What follows belongs to an exercise in optimizing a design on an open flow for small area and a short achievable clock period; a production flow would make more cautious choices. In this exercise RTL edits were held to simulation tests only and were not proved equivalent to the original. Power and IR drop assume default switching activity.

Design SPI_Wrapper, start of the top module:
module SPI_Wrapper(clk, rst_n, MOSI, MISO, SS_n);
	input clk, rst_n, MOSI, SS_n;
	output  MISO;
	wire [9:0] data_from_SPI_to_RAM;
	wire [7:0] data_from_RAM_to_SPI;
	wire data_from_SPI_to_RAM_valid, data_from_RAM_to_SPI_valid;
	SPI_Slave SPI (
		.MOSI(MOSI),
		.MISO(MISO),
		.SS_n(SS_n),
		.clk(clk),
		.rst_n(rst_n),
		.rx_data(data_from_SPI_to_RAM),
		.rx_valid(data_from_SPI_to_RAM_valid),
		.tx_data(data_from_RAM_to_SPI),
		.tx_valid(data_from_RAM_to_SPI_valid)
	);
	RAM RAM1 (
		.clk(clk),
		.rst_n(rst_n),
		.din(data_from_SPI_to_RAM),
		.rx_valid(data_from_SPI_to_RAM_valid),
		.dout(data_from_RAM_to_SPI),
		.tx_valid(data_from_RAM_to_SPI_valid)
	);
endmodule
Settings: LEC_CHECK=0, CAP_MARGIN=20, CORE_MARGIN=2, CORE_UTILIZATION=65, CTS_BUF_LIST=sky130_fd_sc_hd__clkbuf_16, CTS_CLUSTER_DIAMETER=100, CTS_CLUSTER_SIZE=30, PLACE_DENSITY=0.75, SETUP_SLACK_MARGIN=4.0, SLEW_MARGIN=20; clock period 6.0 ns.
run.sh (not shown) runs the stock make flow with config.mk's settings and CLKGATE_MAP_FILE= SYNTH_SCRIPT=/design/flow/synth_recipe.tcl, a recipe that flattens the netlist after the stock synthesis.
The first run produced a clean layout.
==> next run, changes <==
CTS_BUF_LIST = sky130_fd_sc_hd__clkbuf_4 sky130_fd_sc_hd__clkbuf_8   (was sky130_fd_sc_hd__clkbuf_16)
CTS_CLUSTER_DIAMETER = unset   (was 100)
CTS_CLUSTER_SIZE = unset   (was 30)
SETUP_SLACK_MARGIN = 3.8   (was 4.0)
Area after synthesis does not change.
Setup slack gets worse by 0.22 ns.
Count of clock-buffer cells in the layout rises by 377.
Wire length rises by 11%.
Utilization rises by 5.3 points.
Sequential cell count stays the same.
==> next run, changes <==
CORE_UTILIZATION = 45   (was 65)
CTS_BUF_LIST = unset   (was sky130_fd_sc_hd__clkbuf_4 sky130_fd_sc_hd__clkbuf_8)
PLACE_DENSITY = 0.6   (was 0.75)
SETUP_SLACK_MARGIN = 3.5   (was 3.8)
- sequential power barely changes
- count of clock-buffer cells in the layout falls by 205
- clock skew falls by 0.018 ns
- routed wire length falls by 7.4%
- non-clock buffer count falls by 35
- worst hold slack improved by 0.0093 ns
- power falls by 0.43%
- critical path depth does not change
- fmax rises by 7.7%
- clock power barely changes
==> next run, changes <==
SETUP_SLACK_MARGIN = unset   (was 3.5)
The changed run passed the timing, DRC and antenna checks.
Final area falls by 0.33%.
Worst setup slack got worse by 0.86 ns.
Flip-flop and latch count is unchanged.
Wire length falls by about 1%.
Synthesized cell count stays the same.
Clock skew stays flat.

* * *

The RTL this note starts from:
==> flow/design.v <==
module SPI_Slave(MOSI, MISO, SS_n, clk, rst_n, rx_data, rx_valid, tx_data, tx_valid);
	input MOSI, SS_n, clk, rst_n, tx_valid;
	input [7:0] tx_data;
	output reg rx_valid, MISO;
	output [9:0] rx_data;
	reg [3:0] st;
	reg [9:0] temp;
	reg [2:0] counter2;
	reg tx_busy;
	assign rx_data = temp;
	always @(posedge clk)
		temp <= {temp[8:0], MOSI};
	always @(posedge clk or negedge rst_n) begin
		if (~rst_n) begin
			st <= 4'd0;
			rx_valid <= 1'b0;
		end
		else begin
			rx_valid <= ~SS_n && (st == 4'd11);
			if (SS_n)
				st <= 4'd0;
			else if (st != 4'd12)
				st <= st + 4'd1;
		end
	end
	always @(posedge clk or negedge rst_n) begin
		if (~rst_n) begin
			MISO <= 1'b0;
			counter2 <= 3'd7;
			tx_busy <= 1'b0;
		end
		else if (tx_valid) begin
			counter2 <= 3'd7;
			tx_busy <= 1'b1;
			MISO <= 1'b0;
		end
		else if (tx_busy) begin
			MISO <= tx_data[counter2];
			counter2 <= counter2 - 3'd1;
			if (counter2 == 3'd0)
				tx_busy <= 1'b0;
		end
		else
			MISO <= 1'b0;
	end
endmodule
module RAM(clk, rst_n, din, rx_valid, dout, tx_valid);
	parameter MEM_DEPTH = 256;
	parameter ADDR_SIZE = 8;
	input clk, rst_n, rx_valid;
	input [9:0] din;
	output tx_valid;
	output [7:0] dout;
	reg [2047:0] ring;           
	reg [2:0] ph;
	reg [7:0] wr_add;            
	reg wr_zero;                 
	reg [7:0] rd_add;
	reg pend;
	reg [7:0] pdata;
	reg [7:0] rb;
	wire do_wa = rx_valid && (din[9:8] == 2'b00);
	wire do_wr = rx_valid && (din[9:8] == 2'b01);
	wire do_ra = rx_valid && (din[9:8] == 2'b10);
	assign tx_valid = rx_valid && (din[9:8] == 2'b11);
	assign dout = rb;
	reg land;
	reg [7:0] land_hi;
	reg [3:0] wa_lo;
	wire land_nx;
	wire [7:0] wr_add_nx = do_wa ? din[7:0] : ((do_wr && wr_zero) ? 8'd0 : wr_add);
	wire pend_nx = do_wr || (pend && !land);
	assign land_nx = pend_nx && (wr_add_nx[2:0] == ph - 3'd1);
	wire [2:0] ph1 = ph + 3'd1;
	wire refresh = (rd_add[2:0] == ph1);
	integer g, s;
	reg [7:0] ra_hi;
	reg [3:0] ra_lo;
	reg [7:0] tap;
	always @(*) begin
		tap = 8'd0;
		for (g = 0; g < 32; g = g + 1)
			tap = tap | (ring[(g*8)*8 +: 8] & {8{ra_hi[g/4] & ra_lo[g%4]}});
	end
	always @(posedge clk) begin
		for (g = 0; g < 32; g = g + 1) begin
			for (s = 7; s > 0; s = s - 1)
				ring[(g*8+s)*8 +: 8] <= ring[(g*8+s-1)*8 +: 8];
			if (land_hi[g/4] && wa_lo[g%4])
				ring[(g*8)*8 +: 8] <= pdata;
			else
				ring[(g*8)*8 +: 8] <= ring[(g*8+7)*8 +: 8];
		end
	end
	always @(posedge clk) begin
		ph <= ph - 3'd1;
		land <= land_nx;
		land_hi <= {8{land_nx}} & (8'd1 << wr_add_nx[7:5]);
		wa_lo <= 4'd1 << wr_add_nx[4:3];
		if (refresh)
			rb <= tap;
		pend <= pend_nx;
		if (do_wr)
			pdata <= din[7:0];
		wr_add <= wr_add_nx;
	end
	always @(posedge clk or negedge rst_n) begin
		if (~rst_n) begin
			wr_zero <= 1'b1;
			rd_add <= {ADDR_SIZE{1'b0}};
			ra_hi <= 8'd1;
			ra_lo <= 4'd1;
		end
		else begin
			if (do_wa || do_wr)
				wr_zero <= 1'b0;
			if (do_ra) begin
				rd_add <= din[7:0];
				ra_hi <= 8'd1 << din[7:5];
				ra_lo <= 4'd1 << din[4:3];
			end
		end
	end
endmodule
module SPI_Wrapper(clk, rst_n, MOSI, MISO, SS_n);
	input clk, rst_n, MOSI, SS_n;
	output  MISO;
	wire [9:0] data_from_SPI_to_RAM;
	wire [7:0] data_from_RAM_to_SPI;
	wire data_from_SPI_to_RAM_valid, data_from_RAM_to_SPI_valid;
	SPI_Slave SPI (
		.MOSI(MOSI),
		.MISO(MISO),
		.SS_n(SS_n),
		.clk(clk),
		.rst_n(rst_n),
		.rx_data(data_from_SPI_to_RAM),
		.rx_valid(data_from_SPI_to_RAM_valid),
		.tx_data(data_from_RAM_to_SPI),
		.tx_valid(data_from_RAM_to_SPI_valid)
	);
	RAM RAM1 (
		.clk(clk),
		.rst_n(rst_n),
		.din(data_from_SPI_to_RAM),
		.rx_valid(data_from_SPI_to_RAM_valid),
		.dout(data_from_RAM_to_SPI),
		.tx_valid(data_from_RAM_to_SPI_valid)
	);
endmodule
Settings: LEC_CHECK=0, CAP_MARGIN=20, CORE_MARGIN=2, CORE_UTILIZATION=65, CTS_BUF_LIST=sky130_fd_sc_hd__clkbuf_16, CTS_CLUSTER_DIAMETER=100, CTS_CLUSTER_SIZE=30, PLACE_DENSITY=0.75, SETUP_SLACK_MARGIN=3.6, SLEW_MARGIN=20; clock period 6.0 ns.
standard.sh (not shown) runs the stock make flow with config.mk's settings and CLKGATE_MAP_FILE= SYNTH_SCRIPT=/design/flow/synth_recipe.tcl, a recipe that flattens the netlist after the stock synthesis.
==> flow/flow/run.sh <==
#!/bin/bash
set -euo pipefail
export POST_DETAIL_PLACE_TCL="$(pwd)/flow/place_out_ff.tcl"
bash standard.sh > standard_sh.log 2>&1
==> flow/flow/place_out_ff.tcl <==
# Runs inside ORFS detailed placement (POST_DETAIL_PLACE_TCL), with the design loaded.
# For every output port: find the buffer driving it and the register driving that buffer,
# and place the register right next to the buffer; then legalise again.
set block [ord::get_db_block]
foreach bt [$block getBTerms] {
  if { [$bt getIoType] != "OUTPUT" } { continue }
  set net [$bt getNet]
  if { $net == "NULL" } { continue }
  set buf ""
  foreach it [$net getITerms] { if { [$it isOutputSignal] } { set buf [$it getInst] } }
  if { $buf == "" } { continue }
  set ff ""
  foreach it [$buf getITerms] {
    if { [$it isInputSignal] && [$it getNet] != "NULL" } {
      foreach d [[$it getNet] getITerms] {
                if { [$d isOutputSignal] } { set drv [$d getInst] }
      }
    }
  }
  if { [info exists drv] && [[$drv getMaster] isSequential] } { set ff $drv }
  if { $ff == "" } { continue }
  set loc [$buf getLocation]
  puts "place_out_ff: [$ff getName] -> next to [$buf getName] at $loc"
  $ff setLocation [lindex $loc 0] [lindex $loc 1]
  $ff setPlacementStatus PLACED
}
detailed_placement
optimize_mirroring
utl::info FLW 12 "Placement violations [check_placement -verbose]."
estimate_parasitics -placement
The starting point went through all stages and came out clean.
Edit:
--- a/flow/config.mk
+++ b/flow/config.mk
@@ -9,3 +9,3 @@
 export CORE_MARGIN = 2
-export CORE_UTILIZATION = 65
+export CORE_UTILIZATION = 58
 export CTS_BUF_LIST = sky130_fd_sc_hd__clkbuf_16
@@ -13,3 +13,3 @@
 export CTS_CLUSTER_SIZE = 30
-export PLACE_DENSITY = 0.75
+export PLACE_DENSITY = 0.7
 export SETUP_SLACK_MARGIN = 3.6
Effect: Sequential share of layout area drops by 0.32 points; die area came out higher by 12%; power is about the same.
Edit:
--- a/flow/config.mk
+++ b/flow/config.mk
@@ -9,3 +9,3 @@
 export CORE_MARGIN = 2
-export CORE_UTILIZATION = 58
+export CORE_UTILIZATION = 65
 export CTS_BUF_LIST = sky130_fd_sc_hd__clkbuf_16
@@ -13,4 +13,4 @@
 export CTS_CLUSTER_SIZE = 30
-export PLACE_DENSITY = 0.7
-export SETUP_SLACK_MARGIN = 3.6
+export PLACE_DENSITY = 0.75
+export SETUP_SLACK_MARGIN = 3.45
 export SLEW_MARGIN = 20
The new run passed the timing, DRC and antenna checks; final area went down slightly; first-iteration DRC count went down slightly; total power stays flat; routed wire length went up slightly; sequential cell count is unchanged; sequential share of layout area went up by 0.31 points; clock-buffer cell count went down by 1; via count went down slightly; synthesized cell count does not change; clock skew went down by 3.6 ps; synthesized area does not change.
Edit:
--- a/flow/config.mk
+++ b/flow/config.mk
@@ -14,3 +14,3 @@
 export PLACE_DENSITY = 0.75
-export SETUP_SLACK_MARGIN = 3.45
+export SETUP_SLACK_MARGIN = 3.3
 export SLEW_MARGIN = 20
Effect: The changed run passed the timing, DRC and antenna checks. Fmax falls by about 1.8%. Global-route usage is unchanged. Count of clock-buffer cells in the layout is unchanged. Synthesized area is unchanged. Cell area stays flat.
Edit:
--- a/flow/config.mk
+++ b/flow/config.mk
@@ -9,3 +9,3 @@
 export CORE_MARGIN = 2
-export CORE_UTILIZATION = 65
+export CORE_UTILIZATION = 72
 export CTS_BUF_LIST = sky130_fd_sc_hd__clkbuf_16
@@ -13,4 +13,4 @@
 export CTS_CLUSTER_SIZE = 30
-export PLACE_DENSITY = 0.75
-export SETUP_SLACK_MARGIN = 3.3
+export PLACE_DENSITY = 0.82
+export SETUP_SLACK_MARGIN = 3.6
 export SLEW_MARGIN = 20
The changed run finished with timing, DRC and antenna clean.
Sequential share of layout area hardly moves.
Design area barely changes.
Area after synthesis is unchanged.
Total power increases slightly.
Core utilization went up by 7.6 points.
Final cell count fell by a few percent.
Synthesized cell count is unchanged.
Critical path depth stays the same.
First-iteration DRC count is higher slightly.

-- separate check: timing with driven ports --
The results above use ideal ports. As a check the final layouts listed here were re-extracted and re-timed, cells and wires unchanged. Step 1: set_driving_cell puts a clkbuf_16 on clk and a buf_2 on each other input, an assumption about the parent block. Step 2 adds t to the input delays and takes it off the output delays; t is the mean of the earliest and latest rising clock arrival at the registers after step 1. Input paths then give back, and output paths get back, about the clock's delay inside the block. Three values: ideal ports, drivers, drivers and shift; two values: the first two.
| run | shift t [ns] | setup slack, ns | clock arrival spread, ns | pins driven straight from the clock port |
|---|---|---|---|---|
| the first run of note 1 | 0.720 | 3.536 / 3.486 / 3.536 | 0.047 / 0.047 | 1 |
| the second run of note 1 | 0.948 | 3.312 / 3.252 / 3.523 | 0.060 / 0.060 | 1 |
| the third run of note 1 | 0.810 | 3.503 / 3.433 / 3.530 | 0.039 / 0.040 | 1 |
| the fourth run of note 1 | 0.810 | 2.643 / 2.643 / 2.643 | 0.041 / 0.041 | 1 |
| the first run of note 2 | 0.734 | 3.621 / 3.553 / 3.777 | 0.037 / 0.037 | 1 |
| the second run of note 2 | 0.724 | 3.627 / 3.558 / 3.781 | 0.041 / 0.040 | 1 |
| the third run of note 2 | 0.734 | 3.521 / 3.453 / 3.777 | 0.037 / 0.037 | 1 |
| the fourth run of note 2 | 0.734 | 3.475 / 3.407 / 3.779 | 0.037 / 0.037 | 1 |
| the fifth run of note 2 | 0.721 | 3.636 / 3.571 / 3.653 | 0.040 / 0.040 | 1 |
After both steps setup and hold are still met in every run listed.
